Background: an optimization exercise with open tools, aiming at small area and a short achievable clock period. Do not read the settings as production practice. At most, simulation tests tie the RTL to the original design; equivalence was not proved. For run 1, only the layout was checked, not whether the RTL still works. Power is estimated from default activity; no workload was simulated.

==> flow/design.v, too long to show whole: its modules and the start of the top module <==
// module num_rpad: 10 lines
// module num_sneg: 8 lines
// module num_sabs: 8 lines
// module num_min: 9 lines
// module num_max: 9 lines
// module num_smin: 9 lines
// module num_smax: 9 lines
// module num_ssignbit: 8 lines
// module num_sadd: 17 lines
// module num_smul: 47 lines
// module smul_q31: 816 lines
// module sq_benc: 10 lines
// module sq_bpp: 10 lines
// module sq_fa: 10 lines
// module sq_ha: 9 lines
module smul_q31 (
    input  logic        clk,
    input  logic        reset,
    input  logic        go,
    input  logic [31:0] left,
    input  logic [31:0] right,
    output logic [31:0] out,
    output logic        done
);
  // ...
==> flow/flow/run.sh <==
#!/bin/bash
# The standard synthesis and layout, with two changes to how the layout
# is made:
#  - after synthesis, the Booth selector gates (a22oi) are set to their
#    smallest drive strength (the placement's repair steps resize them again
#    where timing needs it);
#  - the input and output ports are buffered with buf_2 cells rather than
#    the flow's default choice.
set -euo pipefail
bash standard.sh synth > synth.log 2>&1
R=orfs/results/sky130hd/smul_q31/base
cat > downsize.tcl <<TCL
read_db $R/1_synth.odb
set db [ord::get_db]
set m1 [\$db findMaster sky130_fd_sc_hd__a22oi_1]
set n 0
foreach inst [[ord::get_db_block] getInsts] {
  if {[[\$inst getMaster] getName] eq "sky130_fd_sc_hd__a22oi_2"} {
    \$inst swapMaster \$m1
    incr n
  }
}
puts "downsized \$n a22oi_2 to a22oi_1"
write_db $R/1_synth.odb
TCL
openroad -no_init -exit downsize.tcl > downsize.log 2>&1
export BUFFER_PORTS_ARGS="-buffer_cell sky130_fd_sc_hd__buf_2"
bash standard.sh > layout.log 2>&1
==> flow/standard.sh <==
#!/bin/bash
# synth_recipe.tcl (not shown) runs the flow's synth.tcl, then flattens the netlist and writes it again
# the make line also repeats each setting of config.mk as NAME=value (left out here)
make -C /OpenROAD-flow-scripts/flow DESIGN_CONFIG=/design/flow/config.mk WORK_HOME=/design/flow/orfs CLKGATE_MAP_FILE= SYNTH_SCRIPT=/design/flow/synth_recipe.tcl "${@:-finish}"
==> flow/config.mk <==
export PLATFORM = sky130hd
export DESIGN_NAME = smul_q31
export DESIGN_NICKNAME = smul_q31
export VERILOG_FILES = /design/flow/design.v
export SDC_FILE = /design/flow/constraint.sdc
export NUM_CORES = 4
export LEC_CHECK = 0
export CAP_MARGIN = 20
export CORE_MARGIN = 2
export CORE_UTILIZATION = 60
export PLACE_DENSITY = 0.75
export SETUP_SLACK_MARGIN = 2.8
export SLEW_MARGIN = 20
export SYNTH_HIERARCHICAL = 1
export SYNTH_MINIMUM_KEEP_SIZE = 0
==> flow/constraint.sdc <==
create_clock -name core_clock -period 8.0 [get_ports {clk}]
set_input_delay 1.6000 -clock core_clock [delete_from_list [all_inputs] [get_ports {clk}]]
set_output_delay 1.6000 -clock core_clock [all_outputs]
set_load 0.01 [all_outputs]
==> impl_metrics.ini, run 1 <==
[pwr]
switchingPower_mw = 4.29
leakagePower_nw = 7.08
maxPowerGroup = combinational cells

[clock_tree]
cts_max_level = 3
cts_hold_buffers = 0

[floorplan]
die_w_um = 167
die_y_um = 167
rows = 59
dieArea_um2 = 28000
num_io_pins = 100

[final_layout]
drive_gt1_share_pct = 17.0
n_clock_buffer = 13
clkCellAreaFrac_pct = 1.59
multi_input_comb_area_um2 = 14600
seq_area_um2 = 1680
syn_to_final_growth_pct = 13.4

[routing]
first_pass_iters = 19
first_iter_violations = 1927
route.vias.total = 13900
wl_met2_um = 24400
via_per_inst = 7.08

[grt]
grt_pass1_wl_um = 84200
grt.busiest_layer = met2

[setup_path]
cpPeakStageDelay_ps = 610
r2r_slack_ps = 3170
critPathMaxFanout = 13

[sta]
fmax_mhz = 193
period_share_pct = 64.8
clock_skew_ps = 13.1
hold_violations = 0
maxSlewViolCount = 0

[status]
status = no timing/DRC/antenna violations

[placement]
post-place-ws_ps = 1980
==> module smul_q31, before the edit <==
module smul_q31 (
    input  logic        clk,
    input  logic        reset,
    input  logic        go,
    input  logic [31:0] left,
    input  logic [31:0] right,
    output logic [31:0] out,
    output logic        done
);
  logic d0, d1;               
  logic hi;                   
  logic [39:0] sa, sb;        
  logic sl;                   
  wire xen = go & ~d1;        
  wire cyc2 = d0 & ~d1;       
  wire hold = ~go | d1;       
  wire keep = hold & ~reset;
  wire add2 = cyc2 & ~reset;  
  wire kboth = add2 | hold;
  assign done = d1;
  wire [16:0] bs = hi ? right[31:15] : {right[15:0], 1'b0};
  wire [31:0] x = left & {32{xen}};
  wire [8:0] qlo = {1'b0, sa[7:0]} + {1'b0, sb[7:0]} + {8'd0, sl};
  wire [47:0] ea, eb;
  assign ea[0] = (add2 & sa[8]);
  assign eb[0] = (add2 & sb[8]);
  assign ea[1] = (add2 & sa[9]);
  assign eb[1] = (add2 & sb[9]);
  assign ea[2] = (add2 & sa[10]);
  assign eb[2] = (add2 & sb[10]);
  assign ea[3] = (add2 & sa[11]);
  assign eb[3] = (add2 & sb[11]);
  assign ea[4] = (add2 & sa[12]);
  assign eb[4] = (add2 & sb[12]);
  assign ea[5] = (add2 & sa[13]);
  assign eb[5] = (add2 & sb[13]);
  assign ea[6] = (add2 & sa[14]);
  assign eb[6] = (add2 & sb[14]);
  assign ea[7] = (add2 & sa[15]);
  assign eb[7] = (add2 & sb[15]);
  assign ea[8] = (add2 & sa[16]) | (keep & sa[0]);
  assign eb[8] = (add2 & sb[16]) | (keep & sb[0]);
  assign ea[9] = (add2 & sa[17]) | (keep & sa[1]);
  assign eb[9] = (add2 & sb[17]) | (keep & sb[1]);
  assign ea[10] = (add2 & sa[18]) | (keep & sa[2]);
  assign eb[10] = (add2 & sb[18]) | (keep & sb[2]);
  assign ea[11] = (add2 & sa[19]) | (keep & sa[3]);
  assign eb[11] = (add2 & sb[19]) | (keep & sb[3]);
  assign ea[12] = (add2 & sa[20]) | (keep & sa[4]);
  assign eb[12] = (add2 & sb[20]) | (keep & sb[4]);
  assign ea[13] = (add2 & sa[21]) | (keep & sa[5]);
  assign eb[13] = (add2 & sb[21]) | (keep & sb[5]);
  assign ea[14] = (add2 & sa[22]) | (keep & sa[6]);
  assign eb[14] = (add2 & sb[22]) | (keep & sb[6]);
  assign ea[15] = (add2 & sa[23]) | (keep & sa[7]);
  assign eb[15] = (add2 & sb[23]) | (keep & sb[7]);
  assign ea[16] = (add2 & sa[24]) | (keep & sa[8]);
  assign eb[16] = (add2 & sb[24]) | (keep & sb[8]);
  assign ea[17] = (add2 & sa[25]) | (keep & sa[9]);
  assign eb[17] = (add2 & sb[25]) | (keep & sb[9]);
  assign ea[18] = (add2 & sa[26]) | (keep & sa[10]);
  assign eb[18] = (add2 & sb[26]) | (keep & sb[10]);
  assign ea[19] = (add2 & sa[27]) | (keep & sa[11]);
  assign eb[19] = (add2 & sb[27]) | (keep & sb[11]);
  assign ea[20] = (add2 & sa[28]) | (keep & sa[12]);
  assign eb[20] = (add2 & sb[28]) | (keep & sb[12]);
  assign ea[21] = (add2 & sa[29]) | (keep & sa[13]);
  assign eb[21] = (add2 & sb[29]) | (keep & sb[13]);
  assign ea[22] = (add2 & sa[30]) | (keep & sa[14]);
  assign eb[22] = (add2 & sb[30]) | (keep & sb[14]);
  assign ea[23] = (add2 & sa[31]) | (keep & sa[15]);
  assign eb[23] = (add2 & sb[31]) | (keep & sb[15]);
  assign ea[24] = (add2 & sa[32]) | (keep & sa[16]);
  assign eb[24] = (add2 & sb[32]) | (keep & sb[16]);
  assign ea[25] = (add2 & sa[33]) | (keep & sa[17]);
  assign eb[25] = (add2 & sb[33]) | (keep & sb[17]);
  assign ea[26] = (add2 & sa[34]) | (keep & sa[18]);
  assign eb[26] = (add2 & sb[34]) | (keep & sb[18]);
  assign ea[27] = (add2 & sa[35]) | (keep & sa[19]);
  assign eb[27] = (add2 & sb[35]) | (keep & sb[19]);
  assign ea[28] = (add2 & sa[36]) | (keep & sa[20]);
  assign eb[28] = (add2 & sb[36]) | (keep & sb[20]);
  assign ea[29] = (add2 & sa[37]) | (keep & sa[21]);
  assign eb[29] = (add2 & sb[37]) | (keep & sb[21]);
  assign ea[30] = (add2 & sa[38]) | (keep & sa[22]);
  assign eb[30] = (add2 & sb[38]) | (keep & sb[22]);
  assign ea[31] = (add2 & sa[39]) | (keep & sa[23]);
  assign eb[31] = (add2 & sb[39]) | (keep & sb[23]);
  assign ea[32] = (keep & sa[24]);
  assign eb[32] = (keep & sb[24]);
  assign ea[33] = (keep & sa[25]);
  assign eb[33] = (keep & sb[25]);
  assign ea[34] = (keep & sa[26]);
  assign eb[34] = (keep & sb[26]);
  assign ea[35] = (keep & sa[27]);
  assign eb[35] = (keep & sb[27]);
  assign ea[36] = (keep & sa[28]);
  assign eb[36] = (keep & sb[28]);
  assign ea[37] = (keep & sa[29]);
  assign eb[37] = (keep & sb[29]);
  assign ea[38] = (keep & sa[30]);
  assign eb[38] = (keep & sb[30]);
  assign ea[39] = (keep & sa[31]);
  assign eb[39] = (keep & sb[31]);
  assign ea[40] = (keep & sa[32]);
  assign eb[40] = (keep & sb[32]);
  assign ea[41] = (keep & sa[33]);
  assign eb[41] = (keep & sb[33]);
  assign ea[42] = (keep & sa[34]);
  assign eb[42] = (keep & sb[34]);
  assign ea[43] = (keep & sa[35]);
  assign eb[43] = (keep & sb[35]);
  assign ea[44] = (keep & sa[36]);
  assign eb[44] = (keep & sb[36]);
  assign ea[45] = (keep & sa[37]);
  assign eb[45] = (keep & sb[37]);
  assign ea[46] = (keep & sa[38]);
  assign eb[46] = (keep & sb[38]);
  assign ea[47] = (keep & sa[39]);
  assign eb[47] = (keep & sb[39]);
  wire ec = add2 & qlo[8];
  wire eh = keep & sl;
  wire [0:0] neg0, one0, two0;
  sq_benc e0 (.b(bs[2:0]), .neg(neg0), .one(one0), .two(two0));
  wire [0:0] neg1, one1, two1;
  sq_benc e1 (.b(bs[4:2]), .neg(neg1), .one(one1), .two(two1));
  wire [0:0] neg2, one2, two2;
  sq_benc e2 (.b(bs[6:4]), .neg(neg2), .one(one2), .two(two2));
  wire [0:0] neg3, one3, two3;
  sq_benc e3 (.b(bs[8:6]), .neg(neg3), .one(one3), .two(two3));
  wire [0:0] neg4, one4, two4;
  sq_benc e4 (.b(bs[10:8]), .neg(neg4), .one(one4), .two(two4));
  wire [0:0] neg5, one5, two5;
  sq_benc e5 (.b(bs[12:10]), .neg(neg5), .one(one5), .two(two5));
  wire [0:0] neg6, one6, two6;
  sq_benc e6 (.b(bs[14:12]), .neg(neg6), .one(one6), .two(two6));
  wire [0:0] neg7, one7, two7;
  sq_benc e7 (.b(bs[16:14]), .neg(neg7), .one(one7), .two(two7));
  wire [32:0] pp0, q0;
  sq_bpp b0[32:0] (.x0({x[31], x}), .x1({x, 1'b0}), .neg({{17{neg0[0]}}, {16{neg0[0]}}}), .one({{17{one0[0]}}, {16{one0[0]}}}), .two({{17{two0[0]}}, {16{two0[0]}}}), .p(q0));
  assign pp0 = {~q0[32], q0[31:0]};
  wire [32:0] pp1, q1;
  sq_bpp b1[32:0] (.x0({x[31], x}), .x1({x, 1'b0}), .neg({{17{neg1[0]}}, {16{neg1[0]}}}), .one({{17{one1[0]}}, {16{one1[0]}}}), .two({{17{two1[0]}}, {16{two1[0]}}}), .p(q1));
  assign pp1 = {~q1[32], q1[31:0]};
  wire [32:0] pp2, q2;
  sq_bpp b2[32:0] (.x0({x[31], x}), .x1({x, 1'b0}), .neg({{17{neg2[0]}}, {16{neg2[0]}}}), .one({{17{one2[0]}}, {16{one2[0]}}}), .two({{17{two2[0]}}, {16{two2[0]}}}), .p(q2));
  assign pp2 = {~q2[32], q2[31:0]};
  wire [32:0] pp3, q3;
  sq_bpp b3[32:0] (.x0({x[31], x}), .x1({x, 1'b0}), .neg({{17{neg3[0]}}, {16{neg3[0]}}}), .one({{17{one3[0]}}, {16{one3[0]}}}), .two({{17{two3[0]}}, {16{two3[0]}}}), .p(q3));
  assign pp3 = {~q3[32], q3[31:0]};
  wire [32:0] pp4, q4;
  sq_bpp b4[32:0] (.x0({x[31], x}), .x1({x, 1'b0}), .neg({{17{neg4[0]}}, {16{neg4[0]}}}), .one({{17{one4[0]}}, {16{one4[0]}}}), .two({{17{two4[0]}}, {16{two4[0]}}}), .p(q4));
  assign pp4 = {~q4[32], q4[31:0]};
  wire [32:0] pp5, q5;
  sq_bpp b5[32:0] (.x0({x[31], x}), .x1({x, 1'b0}), .neg({{17{neg5[0]}}, {16{neg5[0]}}}), .one({{17{one5[0]}}, {16{one5[0]}}}), .two({{17{two5[0]}}, {16{two5[0]}}}), .p(q5));
  assign pp5 = {~q5[32], q5[31:0]};
  wire [32:0] pp6, q6;
  sq_bpp b6[32:0] (.x0({x[31], x}), .x1({x, 1'b0}), .neg({{17{neg6[0]}}, {16{neg6[0]}}}), .one({{17{one6[0]}}, {16{one6[0]}}}), .two({{17{two6[0]}}, {16{two6[0]}}}), .p(q6));
  assign pp6 = {~q6[32], q6[31:0]};
  wire [32:0] pp7, q7;
  sq_bpp b7[32:0] (.x0({x[31], x}), .x1({x, 1'b0}), .neg({{17{neg7[0]}}, {16{neg7[0]}}}), .one({{17{one7[0]}}, {16{one7[0]}}}), .two({{17{two7[0]}}, {16{two7[0]}}}), .p(q7));
  assign pp7 = {~q7[32], q7[31:0]};
  wire s1, c2;
  sq_ha h2 (.a(ea[12]), .b(eb[12]), .s(s1), .co(c2));
  wire s3, c4;
  sq_ha h4 (.a(ea[13]), .b(eb[13]), .s(s3), .co(c4));
  wire s5, c6;
  sq_fa f6 (.a(ea[14]), .b(eb[14]), .c(neg7[0]), .s(s5), .co(c6));
  wire s7, c8;
  sq_ha h8 (.a(pp0[14]), .b(pp1[12]), .s(s7), .co(c8));
  wire s9, c10;
  sq_fa f10 (.a(ea[15]), .b(eb[15]), .c(pp0[15]), .s(s9), .co(c10));
  wire s11, c12;
  sq_ha h12 (.a(pp1[13]), .b(pp2[11]), .s(s11), .co(c12));
  wire s13, c14;
  sq_fa f14 (.a(add2), .b(ea[16]), .c(eb[16]), .s(s13), .co(c14));
  wire s15, c16;
  sq_fa f16 (.a(pp0[16]), .b(pp1[14]), .c(pp2[12]), .s(s15), .co(c16));
  wire s17, c18;
  sq_fa f18 (.a(add2), .b(ea[17]), .c(eb[17]), .s(s17), .co(c18));
  wire s19, c20;
  sq_fa f20 (.a(pp0[17]), .b(pp1[15]), .c(pp2[13]), .s(s19), .co(c20));
  wire s21, c22;
  sq_fa f22 (.a(ea[18]), .b(eb[18]), .c(pp0[18]), .s(s21), .co(c22));
  wire s23, c24;
  sq_ha h24 (.a(pp1[16]), .b(pp2[14]), .s(s23), .co(c24));
  wire s25, c26;
  sq_fa f26 (.a(add2), .b(ea[19]), .c(eb[19]), .s(s25), .co(c26));
  wire s27, c28;
  sq_fa f28 (.a(pp0[19]), .b(pp1[17]), .c(pp2[15]), .s(s27), .co(c28));
  wire s29, c30;
  sq_fa f30 (.a(ea[20]), .b(eb[20]), .c(pp0[20]), .s(s29), .co(c30));
  wire s31, c32;
  sq_ha h32 (.a(pp1[18]), .b(pp2[16]), .s(s31), .co(c32));
  wire s33, c34;
  sq_fa f34 (.a(add2), .b(ea[21]), .c(eb[21]), .s(s33), .co(c34));
  wire s35, c36;
  sq_fa f36 (.a(pp0[21]), .b(pp1[19]), .c(pp2[17]), .s(s35), .co(c36));
  wire s37, c38;
  sq_fa f38 (.a(ea[22]), .b(eb[22]), .c(pp0[22]), .s(s37), .co(c38));
  wire s39, c40;
  sq_ha h40 (.a(pp1[20]), .b(pp2[18]), .s(s39), .co(c40));
  wire s41, c42;
  sq_fa f42 (.a(add2), .b(ea[23]), .c(eb[23]), .s(s41), .co(c42));
  wire s43, c44;
  sq_fa f44 (.a(pp0[23]), .b(pp1[21]), .c(pp2[19]), .s(s43), .co(c44));
  wire s45, c46;
  sq_fa f46 (.a(ea[24]), .b(eb[24]), .c(pp0[24]), .s(s45), .co(c46));
  wire s47, c48;
  sq_ha h48 (.a(pp1[22]), .b(pp2[20]), .s(s47), .co(c48));
  wire s49, c50;
  sq_fa f50 (.a(add2), .b(ea[25]), .c(eb[25]), .s(s49), .co(c50));
  wire s51, c52;
  sq_fa f52 (.a(pp0[25]), .b(pp1[23]), .c(pp2[21]), .s(s51), .co(c52));
  wire s53, c54;
  sq_fa f54 (.a(ea[26]), .b(eb[26]), .c(pp0[26]), .s(s53), .co(c54));
  wire s55, c56;
  sq_ha h56 (.a(pp1[24]), .b(pp2[22]), .s(s55), .co(c56));
  wire s57, c58;
  sq_fa f58 (.a(add2), .b(ea[27]), .c(eb[27]), .s(s57), .co(c58));
  wire s59, c60;
  sq_fa f60 (.a(pp0[27]), .b(pp1[25]), .c(pp2[23]), .s(s59), .co(c60));
  wire s61, c62;
  sq_fa f62 (.a(ea[28]), .b(eb[28]), .c(pp0[28]), .s(s61), .co(c62));
  wire s63, c64;
  sq_ha h64 (.a(pp1[26]), .b(pp2[24]), .s(s63), .co(c64));
  wire s65, c66;
  sq_fa f66 (.a(add2), .b(ea[29]), .c(eb[29]), .s(s65), .co(c66));
  wire s67, c68;
  sq_fa f68 (.a(pp0[29]), .b(pp1[27]), .c(pp2[25]), .s(s67), .co(c68));
  wire s69, c70;
  sq_fa f70 (.a(ea[30]), .b(eb[30]), .c(pp0[30]), .s(s69), .co(c70));
  wire s71, c72;
  sq_ha h72 (.a(pp1[28]), .b(pp2[26]), .s(s71), .co(c72));
  wire s73, c74;
  sq_fa f74 (.a(add2), .b(ea[31]), .c(eb[31]), .s(s73), .co(c74));
  wire s75, c76;
  sq_fa f76 (.a(pp0[31]), .b(pp1[29]), .c(pp2[27]), .s(s75), .co(c76));
  wire s77, c78;
  sq_fa f78 (.a(hold), .b(ea[32]), .c(eb[32]), .s(s77), .co(c78));
  wire s79, c80;
  sq_fa f80 (.a(pp0[32]), .b(pp1[30]), .c(pp2[28]), .s(s79), .co(c80));
  wire s81, c82;
  sq_fa f82 (.a(kboth), .b(ea[33]), .c(eb[33]), .s(s81), .co(c82));
  wire s83, c84;
  sq_ha h84 (.a(pp1[31]), .b(pp2[29]), .s(s83), .co(c84));
  wire s85, c86;
  sq_fa f86 (.a(ea[34]), .b(eb[34]), .c(pp1[32]), .s(s85), .co(c86));
  wire s87, c88;
  sq_ha h88 (.a(kboth), .b(ea[35]), .s(s87), .co(c88));
  wire s89, c90;
  sq_ha h90 (.a(ea[6]), .b(eb[6]), .s(s89), .co(c90));
  wire s91, c92;
  sq_ha h92 (.a(ea[7]), .b(eb[7]), .s(s91), .co(c92));
  wire s93, c94;
  sq_fa f94 (.a(ea[8]), .b(eb[8]), .c(eh), .s(s93), .co(c94));
  wire s95, c96;
  sq_fa f96 (.a(neg4[0]), .b(pp0[8]), .c(pp1[6]), .s(s95), .co(c96));
  wire s97, c98;
  sq_fa f98 (.a(ea[9]), .b(eb[9]), .c(pp0[9]), .s(s97), .co(c98));
  wire s99, c100;
  sq_ha h100 (.a(pp1[7]), .b(pp2[5]), .s(s99), .co(c100));
  wire s101, c102;
  sq_fa f102 (.a(ea[10]), .b(eb[10]), .c(neg5[0]), .s(s101), .co(c102));
  wire s103, c104;
  sq_fa f104 (.a(pp0[10]), .b(pp1[8]), .c(pp2[6]), .s(s103), .co(c104));
  wire s105, c106;
  sq_ha h106 (.a(pp3[4]), .b(pp4[2]), .s(s105), .co(c106));
  wire s107, c108;
  sq_fa f108 (.a(ea[11]), .b(eb[11]), .c(pp0[11]), .s(s107), .co(c108));
  wire s109, c110;
  sq_fa f110 (.a(pp1[9]), .b(pp2[7]), .c(pp3[5]), .s(s109), .co(c110));
  wire s111, c112;
  sq_ha h112 (.a(pp4[3]), .b(pp5[1]), .s(s111), .co(c112));
  wire s113, c114;
  sq_fa f114 (.a(s1), .b(neg6[0]), .c(pp0[12]), .s(s113), .co(c114));
  wire s115, c116;
  sq_fa f116 (.a(pp1[10]), .b(pp2[8]), .c(pp3[6]), .s(s115), .co(c116));
  wire s117, c118;
  sq_fa f118 (.a(pp4[4]), .b(pp5[2]), .c(pp6[0]), .s(s117), .co(c118));
  wire s119, c120;
  sq_fa f120 (.a(c2), .b(s3), .c(pp0[13]), .s(s119), .co(c120));
  wire s121, c122;
  sq_fa f122 (.a(pp1[11]), .b(pp2[9]), .c(pp3[7]), .s(s121), .co(c122));
  wire s123, c124;
  sq_fa f124 (.a(pp4[5]), .b(pp5[3]), .c(pp6[1]), .s(s123), .co(c124));
  wire s125, c126;
  sq_fa f126 (.a(c4), .b(pp2[10]), .c(pp3[8]), .s(s125), .co(c126));
  wire s127, c128;
  sq_fa f128 (.a(pp4[6]), .b(pp5[4]), .c(pp6[2]), .s(s127), .co(c128));
  wire s129, c130;
  sq_fa f130 (.a(pp7[0]), .b(s5), .c(s7), .s(s129), .co(c130));
  wire s131, c132;
  sq_fa f132 (.a(pp3[9]), .b(pp4[7]), .c(pp5[5]), .s(s131), .co(c132));
  wire s133, c134;
  sq_fa f134 (.a(pp6[3]), .b(pp7[1]), .c(c6), .s(s133), .co(c134));
  wire s135, c136;
  sq_fa f136 (.a(c8), .b(s11), .c(s9), .s(s135), .co(c136));
  wire s137, c138;
  sq_fa f138 (.a(s13), .b(pp3[10]), .c(pp4[8]), .s(s137), .co(c138));
  wire s139, c140;
  sq_fa f140 (.a(pp5[6]), .b(pp6[4]), .c(pp7[2]), .s(s139), .co(c140));
  wire s141, c142;
  sq_fa f142 (.a(c12), .b(c10), .c(s15), .s(s141), .co(c142));
  wire s143, c144;
  sq_fa f144 (.a(c14), .b(s17), .c(pp3[11]), .s(s143), .co(c144));
  wire s145, c146;
  sq_fa f146 (.a(pp4[9]), .b(pp5[7]), .c(pp6[5]), .s(s145), .co(c146));
  wire s147, c148;
  sq_fa f148 (.a(pp7[3]), .b(c16), .c(s19), .s(s147), .co(c148));
  wire s149, c150;
  sq_fa f150 (.a(c18), .b(pp3[12]), .c(pp4[10]), .s(s149), .co(c150));
  wire s151, c152;
  sq_fa f152 (.a(pp5[8]), .b(pp6[6]), .c(pp7[4]), .s(s151), .co(c152));
  wire s153, c154;
  sq_fa f154 (.a(s23), .b(c20), .c(s21), .s(s153), .co(c154));
  wire s155, c156;
  sq_fa f156 (.a(s25), .b(pp3[13]), .c(pp4[11]), .s(s155), .co(c156));
  wire s157, c158;
  sq_fa f158 (.a(pp5[9]), .b(pp6[7]), .c(pp7[5]), .s(s157), .co(c158));
  wire s159, c160;
  sq_fa f160 (.a(c24), .b(c22), .c(s27), .s(s159), .co(c160));
  wire s161, c162;
  sq_fa f162 (.a(c26), .b(pp3[14]), .c(pp4[12]), .s(s161), .co(c162));
  wire s163, c164;
  sq_fa f164 (.a(pp5[10]), .b(pp6[8]), .c(pp7[6]), .s(s163), .co(c164));
  wire s165, c166;
  sq_fa f166 (.a(s31), .b(c28), .c(s29), .s(s165), .co(c166));
  wire s167, c168;
  sq_fa f168 (.a(s33), .b(pp3[15]), .c(pp4[13]), .s(s167), .co(c168));
  wire s169, c170;
  sq_fa f170 (.a(pp5[11]), .b(pp6[9]), .c(pp7[7]), .s(s169), .co(c170));
  wire s171, c172;
  sq_fa f172 (.a(c32), .b(c30), .c(s35), .s(s171), .co(c172));
  wire s173, c174;
  sq_fa f174 (.a(c34), .b(pp3[16]), .c(pp4[14]), .s(s173), .co(c174));
  wire s175, c176;
  sq_fa f176 (.a(pp5[12]), .b(pp6[10]), .c(pp7[8]), .s(s175), .co(c176));
  wire s177, c178;
  sq_fa f178 (.a(s39), .b(c36), .c(s37), .s(s177), .co(c178));
  wire s179, c180;
  sq_fa f180 (.a(s41), .b(pp3[17]), .c(pp4[15]), .s(s179), .co(c180));
  wire s181, c182;
  sq_fa f182 (.a(pp5[13]), .b(pp6[11]), .c(pp7[9]), .s(s181), .co(c182));
  wire s183, c184;
  sq_fa f184 (.a(c40), .b(c38), .c(s43), .s(s183), .co(c184));
  wire s185, c186;
  sq_fa f186 (.a(c42), .b(pp3[18]), .c(pp4[16]), .s(s185), .co(c186));
  wire s187, c188;
  sq_fa f188 (.a(pp5[14]), .b(pp6[12]), .c(pp7[10]), .s(s187), .co(c188));
  wire s189, c190;
  sq_fa f190 (.a(s47), .b(c44), .c(s45), .s(s189), .co(c190));
  wire s191, c192;
  sq_fa f192 (.a(s49), .b(pp3[19]), .c(pp4[17]), .s(s191), .co(c192));
  wire s193, c194;
  sq_fa f194 (.a(pp5[15]), .b(pp6[13]), .c(pp7[11]), .s(s193), .co(c194));
  wire s195, c196;
  sq_fa f196 (.a(c48), .b(c46), .c(s51), .s(s195), .co(c196));
  wire s197, c198;
  sq_fa f198 (.a(c50), .b(pp3[20]), .c(pp4[18]), .s(s197), .co(c198));
  wire s199, c200;
  sq_fa f200 (.a(pp5[16]), .b(pp6[14]), .c(pp7[12]), .s(s199), .co(c200));
  wire s201, c202;
  sq_fa f202 (.a(s55), .b(c52), .c(s53), .s(s201), .co(c202));
  wire s203, c204;
  sq_fa f204 (.a(s57), .b(pp3[21]), .c(pp4[19]), .s(s203), .co(c204));
  wire s205, c206;
  sq_fa f206 (.a(pp5[17]), .b(pp6[15]), .c(pp7[13]), .s(s205), .co(c206));
  wire s207, c208;
  sq_fa f208 (.a(c56), .b(c54), .c(s59), .s(s207), .co(c208));
  wire s209, c210;
  sq_fa f210 (.a(c58), .b(pp3[22]), .c(pp4[20]), .s(s209), .co(c210));
  wire s211, c212;
  sq_fa f212 (.a(pp5[18]), .b(pp6[16]), .c(pp7[14]), .s(s211), .co(c212));
  wire s213, c214;
  sq_fa f214 (.a(s63), .b(c60), .c(s61), .s(s213), .co(c214));
  wire s215, c216;
  sq_fa f216 (.a(s65), .b(pp3[23]), .c(pp4[21]), .s(s215), .co(c216));
  wire s217, c218;
  sq_fa f218 (.a(pp5[19]), .b(pp6[17]), .c(pp7[15]), .s(s217), .co(c218));
  wire s219, c220;
  sq_fa f220 (.a(c64), .b(c62), .c(s67), .s(s219), .co(c220));
  wire s221, c222;
  sq_fa f222 (.a(c66), .b(pp3[24]), .c(pp4[22]), .s(s221), .co(c222));
  wire s223, c224;
  sq_fa f224 (.a(pp5[20]), .b(pp6[18]), .c(pp7[16]), .s(s223), .co(c224));
  wire s225, c226;
  sq_fa f226 (.a(s71), .b(c68), .c(s69), .s(s225), .co(c226));
  wire s227, c228;
  sq_fa f228 (.a(s73), .b(pp3[25]), .c(pp4[23]), .s(s227), .co(c228));
  wire s229, c230;
  sq_fa f230 (.a(pp5[21]), .b(pp6[19]), .c(pp7[17]), .s(s229), .co(c230));
  wire s231, c232;
  sq_fa f232 (.a(c72), .b(c70), .c(s75), .s(s231), .co(c232));
  wire s233, c234;
  sq_fa f234 (.a(c74), .b(s77), .c(pp3[26]), .s(s233), .co(c234));
  wire s235, c236;
  sq_fa f236 (.a(pp4[24]), .b(pp5[22]), .c(pp6[20]), .s(s235), .co(c236));
  wire s237, c238;
  sq_fa f238 (.a(pp7[18]), .b(c76), .c(s79), .s(s237), .co(c238));
  wire s239, c240;
  sq_fa f240 (.a(c78), .b(s81), .c(pp3[27]), .s(s239), .co(c240));
  wire s241, c242;
  sq_fa f242 (.a(pp4[25]), .b(pp5[23]), .c(pp6[21]), .s(s241), .co(c242));
  wire s243, c244;
  sq_fa f244 (.a(pp7[19]), .b(s83), .c(c80), .s(s243), .co(c244));
  wire s245, c246;
  sq_fa f246 (.a(c82), .b(pp2[30]), .c(pp3[28]), .s(s245), .co(c246));
  wire s247, c248;
  sq_fa f248 (.a(pp4[26]), .b(pp5[24]), .c(pp6[22]), .s(s247), .co(c248));
  wire s249, c250;
  sq_fa f250 (.a(pp7[20]), .b(c84), .c(s85), .s(s249), .co(c250));
  wire s251, c252;
  sq_fa f252 (.a(eb[35]), .b(s87), .c(pp2[31]), .s(s251), .co(c252));
  wire s253, c254;
  sq_fa f254 (.a(pp3[29]), .b(pp4[27]), .c(pp5[25]), .s(s253), .co(c254));
  wire s255, c256;
  sq_fa f256 (.a(pp6[23]), .b(pp7[21]), .c(c86), .s(s255), .co(c256));
  wire s257, c258;
  sq_fa f258 (.a(ea[36]), .b(eb[36]), .c(c88), .s(s257), .co(c258));
  wire s259, c260;
  sq_fa f260 (.a(pp2[32]), .b(pp3[30]), .c(pp4[28]), .s(s259), .co(c260));
  wire s261, c262;
  sq_fa f262 (.a(pp5[26]), .b(pp6[24]), .c(pp7[22]), .s(s261), .co(c262));
  wire s263, c264;
  sq_fa f264 (.a(kboth), .b(ea[37]), .c(eb[37]), .s(s263), .co(c264));
  wire s265, c266;
  sq_fa f266 (.a(pp3[31]), .b(pp4[29]), .c(pp5[27]), .s(s265), .co(c266));
  wire s267, c268;
  sq_ha h268 (.a(pp6[25]), .b(pp7[23]), .s(s267), .co(c268));
  wire s269, c270;
  sq_fa f270 (.a(ea[38]), .b(eb[38]), .c(pp3[32]), .s(s269), .co(c270));
  wire s271, c272;
  sq_fa f272 (.a(pp4[30]), .b(pp5[28]), .c(pp6[26]), .s(s271), .co(c272));
  wire s273, c274;
  sq_fa f274 (.a(kboth), .b(ea[39]), .c(eb[39]), .s(s273), .co(c274));
  wire s275, c276;
  sq_ha h276 (.a(pp4[31]), .b(pp5[29]), .s(s275), .co(c276));
  wire s277, c278;
  sq_fa f278 (.a(ea[40]), .b(eb[40]), .c(pp4[32]), .s(s277), .co(c278));
  wire s279, c280;
  sq_ha h280 (.a(kboth), .b(ea[41]), .s(s279), .co(c280));
  wire s281, c282;
  sq_ha h282 (.a(ea[0]), .b(eb[0]), .s(s281), .co(c282));
  wire s283, c284;
  sq_ha h284 (.a(ea[2]), .b(eb[2]), .s(s283), .co(c284));
  wire s285, c286;
  sq_ha h286 (.a(ea[3]), .b(eb[3]), .s(s285), .co(c286));
  wire s287, c288;
  sq_fa f288 (.a(ea[4]), .b(eb[4]), .c(neg2[0]), .s(s287), .co(c288));
  wire s289, c290;
  sq_ha h290 (.a(pp0[4]), .b(pp1[2]), .s(s289), .co(c290));
  wire s291, c292;
  sq_fa f292 (.a(ea[5]), .b(eb[5]), .c(pp0[5]), .s(s291), .co(c292));
  wire s293, c294;
  sq_ha h294 (.a(pp1[3]), .b(pp2[1]), .s(s293), .co(c294));
  wire s295, c296;
  sq_fa f296 (.a(s89), .b(neg3[0]), .c(pp0[6]), .s(s295), .co(c296));
  wire s297, c298;
  sq_fa f298 (.a(pp1[4]), .b(pp2[2]), .c(pp3[0]), .s(s297), .co(c298));
  wire s299, c300;
  sq_fa f300 (.a(c90), .b(s91), .c(pp0[7]), .s(s299), .co(c300));
  wire s301, c302;
  sq_fa f302 (.a(pp1[5]), .b(pp2[3]), .c(pp3[1]), .s(s301), .co(c302));
  wire s303, c304;
  sq_fa f304 (.a(c92), .b(s93), .c(pp2[4]), .s(s303), .co(c304));
  wire s305, c306;
  sq_fa f306 (.a(pp3[2]), .b(pp4[0]), .c(s95), .s(s305), .co(c306));
  wire s307, c308;
  sq_fa f308 (.a(c94), .b(pp3[3]), .c(pp4[1]), .s(s307), .co(c308));
  wire s309, c310;
  sq_fa f310 (.a(s99), .b(c96), .c(s97), .s(s309), .co(c310));
  wire s311, c312;
  sq_fa f312 (.a(pp5[0]), .b(s101), .c(c100), .s(s311), .co(c312));
  wire s313, c314;
  sq_fa f314 (.a(s105), .b(c98), .c(s103), .s(s313), .co(c314));
  wire s315, c316;
  sq_fa f316 (.a(c102), .b(c106), .c(s111), .s(s315), .co(c316));
  wire s317, c318;
  sq_fa f318 (.a(c104), .b(s107), .c(s109), .s(s317), .co(c318));
  wire s319, c320;
  sq_fa f320 (.a(c112), .b(c108), .c(c110), .s(s319), .co(c320));
  wire s321, c322;
  sq_fa f322 (.a(s113), .b(s115), .c(s117), .s(s321), .co(c322));
  wire s323, c324;
  sq_fa f324 (.a(c114), .b(c116), .c(c118), .s(s323), .co(c324));
  wire s325, c326;
  sq_fa f326 (.a(s119), .b(s121), .c(s123), .s(s325), .co(c326));
  wire s327, c328;
  sq_fa f328 (.a(c120), .b(c122), .c(c124), .s(s327), .co(c328));
  wire s329, c330;
  sq_fa f330 (.a(s125), .b(s127), .c(s129), .s(s329), .co(c330));
  wire s331, c332;
  sq_fa f332 (.a(c126), .b(c128), .c(s131), .s(s331), .co(c332));
  wire s333, c334;
  sq_fa f334 (.a(s133), .b(c130), .c(s135), .s(s333), .co(c334));
  wire s335, c336;
  sq_fa f336 (.a(c132), .b(s137), .c(s139), .s(s335), .co(c336));
  wire s337, c338;
  sq_fa f338 (.a(c134), .b(c136), .c(s141), .s(s337), .co(c338));
  wire s339, c340;
  sq_fa f340 (.a(c138), .b(c140), .c(s143), .s(s339), .co(c340));
  wire s341, c342;
  sq_fa f342 (.a(s145), .b(c142), .c(s147), .s(s341), .co(c342));
  wire s343, c344;
  sq_fa f344 (.a(c144), .b(c146), .c(s149), .s(s343), .co(c344));
  wire s345, c346;
  sq_fa f346 (.a(s151), .b(c148), .c(s153), .s(s345), .co(c346));
  wire s347, c348;
  sq_fa f348 (.a(c150), .b(c152), .c(s155), .s(s347), .co(c348));
  wire s349, c350;
  sq_fa f350 (.a(s157), .b(c154), .c(s159), .s(s349), .co(c350));
  wire s351, c352;
  sq_fa f352 (.a(c156), .b(c158), .c(s161), .s(s351), .co(c352));
  wire s353, c354;
  sq_fa f354 (.a(s163), .b(c160), .c(s165), .s(s353), .co(c354));
  wire s355, c356;
  sq_fa f356 (.a(c162), .b(c164), .c(s167), .s(s355), .co(c356));
  wire s357, c358;
  sq_fa f358 (.a(s169), .b(c166), .c(s171), .s(s357), .co(c358));
  wire s359, c360;
  sq_fa f360 (.a(c168), .b(c170), .c(s173), .s(s359), .co(c360));
  wire s361, c362;
  sq_fa f362 (.a(s175), .b(c172), .c(s177), .s(s361), .co(c362));
  wire s363, c364;
  sq_fa f364 (.a(c174), .b(c176), .c(s179), .s(s363), .co(c364));
  wire s365, c366;
  sq_fa f366 (.a(s181), .b(c178), .c(s183), .s(s365), .co(c366));
  wire s367, c368;
  sq_fa f368 (.a(c180), .b(c182), .c(s185), .s(s367), .co(c368));
  wire s369, c370;
  sq_fa f370 (.a(s187), .b(c184), .c(s189), .s(s369), .co(c370));
  wire s371, c372;
  sq_fa f372 (.a(c186), .b(c188), .c(s191), .s(s371), .co(c372));
  wire s373, c374;
  sq_fa f374 (.a(s193), .b(c190), .c(s195), .s(s373), .co(c374));
  wire s375, c376;
  sq_fa f376 (.a(c192), .b(c194), .c(s197), .s(s375), .co(c376));
  wire s377, c378;
  sq_fa f378 (.a(s199), .b(c196), .c(s201), .s(s377), .co(c378));
  wire s379, c380;
  sq_fa f380 (.a(c198), .b(c200), .c(s203), .s(s379), .co(c380));
  wire s381, c382;
  sq_fa f382 (.a(s205), .b(c202), .c(s207), .s(s381), .co(c382));
  wire s383, c384;
  sq_fa f384 (.a(c204), .b(c206), .c(s209), .s(s383), .co(c384));
  wire s385, c386;
  sq_fa f386 (.a(s211), .b(c208), .c(s213), .s(s385), .co(c386));
  wire s387, c388;
  sq_fa f388 (.a(c210), .b(c212), .c(s215), .s(s387), .co(c388));
  wire s389, c390;
  sq_fa f390 (.a(s217), .b(c214), .c(s219), .s(s389), .co(c390));
  wire s391, c392;
  sq_fa f392 (.a(c216), .b(c218), .c(s221), .s(s391), .co(c392));
  wire s393, c394;
  sq_fa f394 (.a(s223), .b(c220), .c(s225), .s(s393), .co(c394));
  wire s395, c396;
  sq_fa f396 (.a(c222), .b(c224), .c(s227), .s(s395), .co(c396));
  wire s397, c398;
  sq_fa f398 (.a(s229), .b(c226), .c(s231), .s(s397), .co(c398));
  wire s399, c400;
  sq_fa f400 (.a(c228), .b(c230), .c(s233), .s(s399), .co(c400));
  wire s401, c402;
  sq_fa f402 (.a(s235), .b(c232), .c(s237), .s(s401), .co(c402));
  wire s403, c404;
  sq_fa f404 (.a(c234), .b(c236), .c(s239), .s(s403), .co(c404));
  wire s405, c406;
  sq_fa f406 (.a(s241), .b(c238), .c(s243), .s(s405), .co(c406));
  wire s407, c408;
  sq_fa f408 (.a(c240), .b(c242), .c(s245), .s(s407), .co(c408));
  wire s409, c410;
  sq_fa f410 (.a(s247), .b(c244), .c(s249), .s(s409), .co(c410));
  wire s411, c412;
  sq_fa f412 (.a(c246), .b(c248), .c(s251), .s(s411), .co(c412));
  wire s413, c414;
  sq_fa f414 (.a(s253), .b(c250), .c(s255), .s(s413), .co(c414));
  wire s415, c416;
  sq_fa f416 (.a(s257), .b(c252), .c(c254), .s(s415), .co(c416));
  wire s417, c418;
  sq_fa f418 (.a(s259), .b(s261), .c(c256), .s(s417), .co(c418));
  wire s419, c420;
  sq_fa f420 (.a(s263), .b(c258), .c(s267), .s(s419), .co(c420));
  wire s421, c422;
  sq_fa f422 (.a(c260), .b(c262), .c(s265), .s(s421), .co(c422));
  wire s423, c424;
  sq_fa f424 (.a(c264), .b(pp7[24]), .c(c268), .s(s423), .co(c424));
  wire s425, c426;
  sq_fa f426 (.a(c266), .b(s269), .c(s271), .s(s425), .co(c426));
  wire s427, c428;
  sq_fa f428 (.a(s273), .b(pp6[27]), .c(pp7[25]), .s(s427), .co(c428));
  wire s429, c430;
  sq_fa f430 (.a(s275), .b(c270), .c(c272), .s(s429), .co(c430));
  wire s431, c432;
  sq_fa f432 (.a(c274), .b(pp5[30]), .c(pp6[28]), .s(s431), .co(c432));
  wire s433, c434;
  sq_fa f434 (.a(pp7[26]), .b(c276), .c(s277), .s(s433), .co(c434));
  wire s435, c436;
  sq_fa f436 (.a(eb[41]), .b(s279), .c(pp5[31]), .s(s435), .co(c436));
  wire s437, c438;
  sq_fa f438 (.a(pp6[29]), .b(pp7[27]), .c(c278), .s(s437), .co(c438));
  wire s439, c440;
  sq_fa f440 (.a(ea[42]), .b(eb[42]), .c(c280), .s(s439), .co(c440));
  wire s441, c442;
  sq_fa f442 (.a(pp5[32]), .b(pp6[30]), .c(pp7[28]), .s(s441), .co(c442));
  wire s443, c444;
  sq_fa f444 (.a(kboth), .b(ea[43]), .c(eb[43]), .s(s443), .co(c444));
  wire s445, c446;
  sq_ha h446 (.a(pp6[31]), .b(pp7[29]), .s(s445), .co(c446));
  wire s447, c448;
  sq_fa f448 (.a(ea[44]), .b(eb[44]), .c(pp6[32]), .s(s447), .co(c448));
  wire s449, c450;
  sq_ha h450 (.a(kboth), .b(ea[45]), .s(s449), .co(c450));
  wire s451, c452;
  sq_ha h452 (.a(ec), .b(s281), .s(s451), .co(c452));
  wire s453, c454;
  sq_fa f454 (.a(ea[1]), .b(eb[1]), .c(c282), .s(s453), .co(c454));
  wire s455, c456;
  sq_fa f456 (.a(s283), .b(neg1[0]), .c(pp0[2]), .s(s455), .co(c456));
  wire s457, c458;
  sq_fa f458 (.a(c284), .b(s285), .c(pp0[3]), .s(s457), .co(c458));
  wire s459, c460;
  sq_fa f460 (.a(c286), .b(pp2[0]), .c(s287), .s(s459), .co(c460));
  wire s461, c462;
  sq_fa f462 (.a(c288), .b(c290), .c(s293), .s(s461), .co(c462));
  wire s463, c464;
  sq_fa f464 (.a(c294), .b(c292), .c(s295), .s(s463), .co(c464));
  wire s465, c466;
  sq_fa f466 (.a(c296), .b(c298), .c(s299), .s(s465), .co(c466));
  wire s467, c468;
  sq_fa f468 (.a(c300), .b(c302), .c(s303), .s(s467), .co(c468));
  wire s469, c470;
  sq_fa f470 (.a(c304), .b(s307), .c(c306), .s(s469), .co(c470));
  wire s471, c472;
  sq_fa f472 (.a(c308), .b(s311), .c(c310), .s(s471), .co(c472));
  wire s473, c474;
  sq_fa f474 (.a(c312), .b(s315), .c(c314), .s(s473), .co(c474));
  wire s475, c476;
  sq_fa f476 (.a(c316), .b(c318), .c(s319), .s(s475), .co(c476));
  wire s477, c478;
  sq_fa f478 (.a(c320), .b(c322), .c(s323), .s(s477), .co(c478));
  wire s479, c480;
  sq_fa f480 (.a(c324), .b(c326), .c(s327), .s(s479), .co(c480));
  wire s481, c482;
  sq_fa f482 (.a(c328), .b(s331), .c(c330), .s(s481), .co(c482));
  wire s483, c484;
  sq_fa f484 (.a(c332), .b(s335), .c(c334), .s(s483), .co(c484));
  wire s485, c486;
  sq_fa f486 (.a(c336), .b(s339), .c(c338), .s(s485), .co(c486));
  wire s487, c488;
  sq_fa f488 (.a(c340), .b(s343), .c(c342), .s(s487), .co(c488));
  wire s489, c490;
  sq_fa f490 (.a(c344), .b(s347), .c(c346), .s(s489), .co(c490));
  wire s491, c492;
  sq_fa f492 (.a(c348), .b(s351), .c(c350), .s(s491), .co(c492));
  wire s493, c494;
  sq_fa f494 (.a(c352), .b(s355), .c(c354), .s(s493), .co(c494));
  wire s495, c496;
  sq_fa f496 (.a(c356), .b(s359), .c(c358), .s(s495), .co(c496));
  wire s497, c498;
  sq_fa f498 (.a(c360), .b(s363), .c(c362), .s(s497), .co(c498));
  wire s499, c500;
  sq_fa f500 (.a(c364), .b(s367), .c(c366), .s(s499), .co(c500));
  wire s501, c502;
  sq_fa f502 (.a(c368), .b(s371), .c(c370), .s(s501), .co(c502));
  wire s503, c504;
  sq_fa f504 (.a(c372), .b(s375), .c(c374), .s(s503), .co(c504));
  wire s505, c506;
  sq_fa f506 (.a(c376), .b(s379), .c(c378), .s(s505), .co(c506));
  wire s507, c508;
  sq_fa f508 (.a(c380), .b(s383), .c(c382), .s(s507), .co(c508));
  wire s509, c510;
  sq_fa f510 (.a(c384), .b(s387), .c(c386), .s(s509), .co(c510));
  wire s511, c512;
  sq_fa f512 (.a(c388), .b(s391), .c(c390), .s(s511), .co(c512));
  wire s513, c514;
  sq_fa f514 (.a(c392), .b(s395), .c(c394), .s(s513), .co(c514));
  wire s515, c516;
  sq_fa f516 (.a(c396), .b(s399), .c(c398), .s(s515), .co(c516));
  wire s517, c518;
  sq_fa f518 (.a(c400), .b(s403), .c(c402), .s(s517), .co(c518));
  wire s519, c520;
  sq_fa f520 (.a(c404), .b(s407), .c(c406), .s(s519), .co(c520));
  wire s521, c522;
  sq_fa f522 (.a(c408), .b(s411), .c(c410), .s(s521), .co(c522));
  wire s523, c524;
  sq_fa f524 (.a(c412), .b(s415), .c(c414), .s(s523), .co(c524));
  wire s525, c526;
  sq_fa f526 (.a(s419), .b(c416), .c(s421), .s(s525), .co(c526));
  wire s527, c528;
  sq_fa f528 (.a(c420), .b(s423), .c(c422), .s(s527), .co(c528));
  wire s529, c530;
  sq_fa f530 (.a(s427), .b(c424), .c(c426), .s(s529), .co(c530));
  wire s531, c532;
  sq_fa f532 (.a(c428), .b(s431), .c(c430), .s(s531), .co(c532));
  wire s533, c534;
  sq_fa f534 (.a(c432), .b(s435), .c(c434), .s(s533), .co(c534));
  wire s535, c536;
  sq_fa f536 (.a(s439), .b(c436), .c(s441), .s(s535), .co(c536));
  wire s537, c538;
  sq_fa f538 (.a(s443), .b(c440), .c(s445), .s(s537), .co(c538));
  wire s539, c540;
  sq_fa f540 (.a(c444), .b(pp7[30]), .c(c446), .s(s539), .co(c540));
  wire s541, c542;
  sq_fa f542 (.a(eb[45]), .b(s449), .c(pp7[31]), .s(s541), .co(c542));
  wire s543, c544;
  sq_fa f544 (.a(ea[46]), .b(eb[46]), .c(c450), .s(s543), .co(c544));
  wire s545, c546;
  sq_ha h546 (.a(neg0[0]), .b(s451), .s(s545), .co(c546));
  wire s547, c548;
  sq_fa f548 (.a(c452), .b(s453), .c(pp0[1]), .s(s547), .co(c548));
  wire s549, c550;
  sq_fa f550 (.a(c454), .b(pp1[0]), .c(s455), .s(s549), .co(c550));
  wire s551, c552;
  sq_fa f552 (.a(pp1[1]), .b(c456), .c(s457), .s(s551), .co(c552));
  wire s553, c554;
  sq_fa f554 (.a(s289), .b(c458), .c(s459), .s(s553), .co(c554));
  wire s555, c556;
  sq_fa f556 (.a(s291), .b(c460), .c(s461), .s(s555), .co(c556));
  wire s557, c558;
  sq_fa f558 (.a(s297), .b(c462), .c(s463), .s(s557), .co(c558));
  wire s559, c560;
  sq_fa f560 (.a(s301), .b(c464), .c(s465), .s(s559), .co(c560));
  wire s561, c562;
  sq_fa f562 (.a(c466), .b(s305), .c(s467), .s(s561), .co(c562));
  wire s563, c564;
  sq_fa f564 (.a(c468), .b(s309), .c(s469), .s(s563), .co(c564));
  wire s565, c566;
  sq_fa f566 (.a(s313), .b(c470), .c(s471), .s(s565), .co(c566));
  wire s567, c568;
  sq_fa f568 (.a(s317), .b(c472), .c(s473), .s(s567), .co(c568));
  wire s569, c570;
  sq_fa f570 (.a(s321), .b(c474), .c(s475), .s(s569), .co(c570));
  wire s571, c572;
  sq_fa f572 (.a(s325), .b(c476), .c(s477), .s(s571), .co(c572));
  wire s573, c574;
  sq_fa f574 (.a(s329), .b(c478), .c(s479), .s(s573), .co(c574));
  wire s575, c576;
  sq_fa f576 (.a(c480), .b(s333), .c(s481), .s(s575), .co(c576));
  wire s577, c578;
  sq_fa f578 (.a(s337), .b(c482), .c(s483), .s(s577), .co(c578));
  wire s579, c580;
  sq_fa f580 (.a(s341), .b(c484), .c(s485), .s(s579), .co(c580));
  wire s581, c582;
  sq_fa f582 (.a(s345), .b(c486), .c(s487), .s(s581), .co(c582));
  wire s583, c584;
  sq_fa f584 (.a(s349), .b(c488), .c(s489), .s(s583), .co(c584));
  wire s585, c586;
  sq_fa f586 (.a(s353), .b(c490), .c(s491), .s(s585), .co(c586));
  wire s587, c588;
  sq_fa f588 (.a(s357), .b(c492), .c(s493), .s(s587), .co(c588));
  wire s589, c590;
  sq_fa f590 (.a(s361), .b(c494), .c(s495), .s(s589), .co(c590));
  wire s591, c592;
  sq_fa f592 (.a(s365), .b(c496), .c(s497), .s(s591), .co(c592));
  wire s593, c594;
  sq_fa f594 (.a(s369), .b(c498), .c(s499), .s(s593), .co(c594));
  wire s595, c596;
  sq_fa f596 (.a(s373), .b(c500), .c(s501), .s(s595), .co(c596));
  wire s597, c598;
  sq_fa f598 (.a(s377), .b(c502), .c(s503), .s(s597), .co(c598));
  wire s599, c600;
  sq_fa f600 (.a(s381), .b(c504), .c(s505), .s(s599), .co(c600));
  wire s601, c602;
  sq_fa f602 (.a(s385), .b(c506), .c(s507), .s(s601), .co(c602));
  wire s603, c604;
  sq_fa f604 (.a(s389), .b(c508), .c(s509), .s(s603), .co(c604));
  wire s605, c606;
  sq_fa f606 (.a(s393), .b(c510), .c(s511), .s(s605), .co(c606));
  wire s607, c608;
  sq_fa f608 (.a(s397), .b(c512), .c(s513), .s(s607), .co(c608));
  wire s609, c610;
  sq_fa f610 (.a(s401), .b(c514), .c(s515), .s(s609), .co(c610));
  wire s611, c612;
  sq_fa f612 (.a(s405), .b(c516), .c(s517), .s(s611), .co(c612));
  wire s613, c614;
  sq_fa f614 (.a(s409), .b(s519), .c(c518), .s(s613), .co(c614));
  wire s615, c616;
  sq_fa f616 (.a(s413), .b(c520), .c(s521), .s(s615), .co(c616));
  wire s617, c618;
  sq_fa f618 (.a(s417), .b(s523), .c(c522), .s(s617), .co(c618));
  wire s619, c620;
  sq_fa f620 (.a(c418), .b(s525), .c(c524), .s(s619), .co(c620));
  wire s621, c622;
  sq_fa f622 (.a(s425), .b(c526), .c(s527), .s(s621), .co(c622));
  wire s623, c624;
  sq_fa f624 (.a(s429), .b(c528), .c(s529), .s(s623), .co(c624));
  wire s625, c626;
  sq_fa f626 (.a(s433), .b(c530), .c(s531), .s(s625), .co(c626));
  wire s627, c628;
  sq_fa f628 (.a(s437), .b(c532), .c(s533), .s(s627), .co(c628));
  wire s629, c630;
  sq_fa f630 (.a(c438), .b(s535), .c(c534), .s(s629), .co(c630));
  wire s631, c632;
  sq_fa f632 (.a(c442), .b(s537), .c(c536), .s(s631), .co(c632));
  wire s633, c634;
  sq_fa f634 (.a(s447), .b(c538), .c(s539), .s(s633), .co(c634));
  wire s635, c636;
  sq_fa f636 (.a(c448), .b(s541), .c(c540), .s(s635), .co(c636));
  wire s637, c638;
  sq_fa f638 (.a(s543), .b(pp7[32]), .c(c542), .s(s637), .co(c638));
  wire s639, c640;
  sq_fa f640 (.a(ea[47]), .b(eb[47]), .c(c544), .s(s639), .co(c640));
  wire [47:0] v1 = {s639, s637, c634, s633, s631, s629, c626, s625, c622, s621, c618, c616, c614, c612, c610, c608, c606, c604, c602, c600, c598, c596, c594, c592, c590, c588, c586, c584, c582, c580, c578, c576, c574, c572, c570, c568, c566, c564, c562, c560, c558, c556, c554, c552, c550, c548, c546, pp0[0]};
  wire [47:0] v2 = {c638, c636, s635, c632, c630, c628, s627, c624, s623, c620, s619, s617, s615, s613, s611, s609, s607, s605, s603, s601, s599, s597, s595, s593, s591, s589, s587, s585, s583, s581, s579, s577, s575, s573, s571, s569, s567, s565, s563, s561, s559, s557, s555, s553, s551, s549, s547, s545};
  wire [8:0] vlo = {1'b0, v1[7:0]} + {1'b0, v2[7:0]};
  always_ff @(posedge clk) begin
    d0 <= go;
    hi <= go & ~d0;
    d1 <= go & d0;
    sa <= v1[47:8];
    sb <= v2[47:8];
    sl <= vlo[8];
  end
  wire [38:0] res = sa[38:0] + sb[38:0] + {38'd0, sl};
  assign out = res[38:7];
endmodule
==> inputs of run 2 (changes only) <==
--- a/flow/design.v
+++ b/flow/design.v
@@ -143,7 +143,6 @@
     output logic        done
 );
   logic d0, d1;               
-  logic hi;                   
   logic [39:0] sa, sb;        
   logic sl;                   
   wire xen = go & ~d1;        
@@ -153,7 +152,7 @@
   wire add2 = cyc2 & ~reset;  
   wire kboth = add2 | hold;
   assign done = d1;
-  wire [16:0] bs = hi ? right[31:15] : {right[15:0], 1'b0};
+  wire [16:0] bs = cyc2 ? right[31:15] : {right[15:0], 1'b0};
   wire [31:0] x = left & {32{xen}};
   wire [8:0] qlo = {1'b0, sa[7:0]} + {1'b0, sb[7:0]} + {8'd0, sl};
   wire [47:0] ea, eb;
@@ -940,7 +939,6 @@
   wire [8:0] vlo = {1'b0, v1[7:0]} + {1'b0, v2[7:0]};
   always_ff @(posedge clk) begin
     d0 <= go;
-    hi <= go & ~d0;
     d1 <= go & d0;
     sa <= v1[47:8];
     sb <= v2[47:8];
--- a/flow/config.mk
+++ b/flow/config.mk
@@ -7,8 +7,8 @@
 export LEC_CHECK = 0
 export CAP_MARGIN = 20
 export CORE_MARGIN = 2
-export CORE_UTILIZATION = 60
-export PLACE_DENSITY = 0.75
+export CORE_UTILIZATION = 65
+export PLACE_DENSITY = 0.82
 export SETUP_SLACK_MARGIN = 2.8
 export SLEW_MARGIN = 20
 export SYNTH_HIERARCHICAL = 1
==> impl_metrics.ini, run 2 <==
[status]
status = no timing/DRC/antenna violations

[setup_path]
reg2reg_from = d1$_DFF_P_
startpoint_type = input port
path_common_cell = fa_1
crit_end = sb[12]$_DFF_P_
r2r_cells = 12
critPathMaxFanout = 16
cp-end-kind = flop
cpPeakStageDelay_ps = 590
r2r_end = sb[12]$_DFF_P_
critPathArrivalTime_ps = 5480
r2r_slack_ps = 2920
cpMaxStageDelayCell = o22ai_4
path_cells = buf_2, mux2_2, nand2b_4, o22ai_4, a22oi_1, xnor2_1, ha_1, fa_1, fa_1, fa_1, fa_1
worstPathRequired_ps = 8230
path_class = in2reg
crit_start = right[21]

[sta]
maxSlewViolCount = 0
final.setup.worst_slack_ps = 2760
fmax_mhz = 191
period_share_pct = 65.5
maxSlewHeadroom_pct = 35.5
setup_viol = 0
worst_slew_pin_slew_ps = 963
clock_skew_ps = 9.12
final.setup.tns_ps = 0
grt_setup_unrepaired = yes
hold_violations = 0
fin_crit_ps = 5240

[routing]
via_per_inst = 7.16
route.vias.total = 13900
first_pass_iters = 8
wl_per_cell_um = 28.6
wirelength_um = 55700
ant_nets = 0
first_iter_violations = 1921
post-route-drc-count = 0

[logic_synthesis]
postSynthAreaPerCell_um2 = 10.9
yosysWarnings = 7
synth_area_um2 = 15800
syn_inst = 1452

[floorplan]
die_y_um = 160
core-area_um2 = 24100
initial_core_util_pct = 65.6
die_w_um = 160
dieArea_um2 = 25600
num_io_pins = 100
rows = 57

[grt]
grt_max_degree = 34
grtUsageTotal_pct = 42.5
grt_overflow = 0
grt_pass1_vias = 13900
grt_pass1_wl_um = 82200
antenna_found_initial = 5

[placement]
post-place-ws_ps = 1940
portBuffers = 99
gp_congestion = 0.973
dp_cells = 1872
dpl.hpwl_um = 37500

[final_layout]
final_common_cell = fa_1
nets = 2056
drive_gt1_share_pct = 17.6
final_core_utilization_pct = 75.3
syn_to_final_growth_pct = 14.7
final_cell_mix = 280 x fa_1, 279 x xnor2_1, 264 x a22oi_1
largestRegisters = sa: 40 flops, sb: 40 flops
finalNonFillerCells = 1948

[min_path]
hold_class = reg2reg

[pwr]
worst_ir_drop_vdd_mv = 0.290
leakagePower_nw = 7.07
p_per_area_nw_per_um2 = 473

[clock_tree]
cts_made_buffers = 9
cts_max_level = 3
clk_pin_slew_ps = 70
clk_path_buf_depth = 2
clk_latency_ps = 360
clock_sinks = 83
root_buffer = clkbuf_16
cts_tree = done

[run]
maxCapViolations = 0
## run 2: changes by cell type in the layout (fill, tap and decap cells not counted), sizes merged, moves of 4 or more
cell / before / now
and3: 5 / 1
buf: 154 / 168
a21o: 22 / 13
a21oi: 40 / 47
xnor2: 281 / 285
## run 2: final cells by class
| class | instances | area, µm² |
|---|---|---|
| Clock buffer | 11 | 253 |
| Antenna cell | 3 | 7.51 |
| Sequential cell | 83 | 1660 |
| Timing Repair Buffer | 168 | 1190 |
| Fill cell | 1625 | 5960 |
| Clock inverter | 5 | 85.1 |
| Multi-Input combinational cell | 1337 | 14500 |
| Inverter | 17 | 63.8 |
| Tap cell | 324 | 405 |
## run 2: repair_timing
item	in CTS	in global routing
pin swaps	6	8
cloned	9	2
hold buffers	0	0
endpoints found under the setup margin	62	47
gates resized for setup	48	18
buffers inserted	20	25
## run 2: critical path: cells and delay by family
family / cells / cell delay [ps]
buffers and inverters: 1 / 80
XOR/XNOR: 1 / 180
adder cells (fa/ha/maj): 5 / 2220
AO/OA/AOI/OAI: 2 / 810
AND/OR/NAND/NOR: 1 / 160
multiplexers: 1 / 430
## run 2: per-layer routing
metal,share of wire [%],vias up,GRT usage [%]
li1,-,5617,-
met1,34,6697,55.2
met2,42,1277,63.3
met3,16,349,15.3
met4,7.3,4,21.6
met5,0.095,-,0
## run 2: stage by stage
step	power, mW	hold WS [ps]	area (µm²)
after floorplan	5.74	436	16000
after global placement	7.39	446	17000
after detailed placement	7.78	454	17000
after CTS	8.34	471	17800
after global routing	9.37	519	18100
final	8.59	493	18100
## run 2: how the worst min path moves through the flow
stage / start / endpoint / slack (ps) / depth (start not counted)
final: d0$_DFF_P_ / d1$_DFF_P_ / 490 / 1
after global routing: d0$_DFF_P_ / d1$_DFF_P_ / 520 / 1
after CTS: d0$_DFF_P_ / d1$_DFF_P_ / 470 / 1
after detailed placement: d0$_DFF_P_ / d1$_DFF_P_ / 450 / 1
after global placement: d0$_DFF_P_ / d1$_DFF_P_ / 450 / 1
after floorplan: d0$_DFF_P_ / d1$_DFF_P_ / 440 / 1
## run 2: where the power goes
| group | internal [mW] | leakage (nW) | switching [mW] |
|---|---|---|---|
| Combinational | 3.14 | 6.21 | 3.78 |
| Sequential | 0.786 | 0.699 | 0.400 |
| Clock | 0.292 | 0.162 | 0.191 |
| Total | 4.22 | 7.07 | 4.37 |

## port drivers added, routing unchanged
How much do the figures lean on ideal ports? The routed layouts below were timed once more, with nothing changed but the port constraints.
Step 1 assumes that a clkbuf_16 drives the clock port and a buf_2 every other input.
Step 2 also shifts input and output timing later by t, the mid clock arrival at the registers, as if the neighbouring blocks saw the same clock.
a / b / c = ideal ports / drivers / drivers and shift; a / b = the first two.
run | shift t [ns] | setup WS [ns] | worst hold slack (ns) | latest minus earliest clock arrival (ns) | cell pins on the clock port's net
run 1 | 0.394 | 2.816 / 2.838 / 2.444 | 0.549 / 0.549 / 0.549 | 0.013 / 0.014 | 1
run 2 | 0.408 | 2.757 / 2.779 / 2.371 | 0.493 / 0.493 / 0.493 | 0.010 / 0.010 | 1
After both steps setup and hold are still met in every run listed. The setup slack of run 2, which loses most, moves by +0.022 ns with the drivers and by -0.386 ns with both steps.
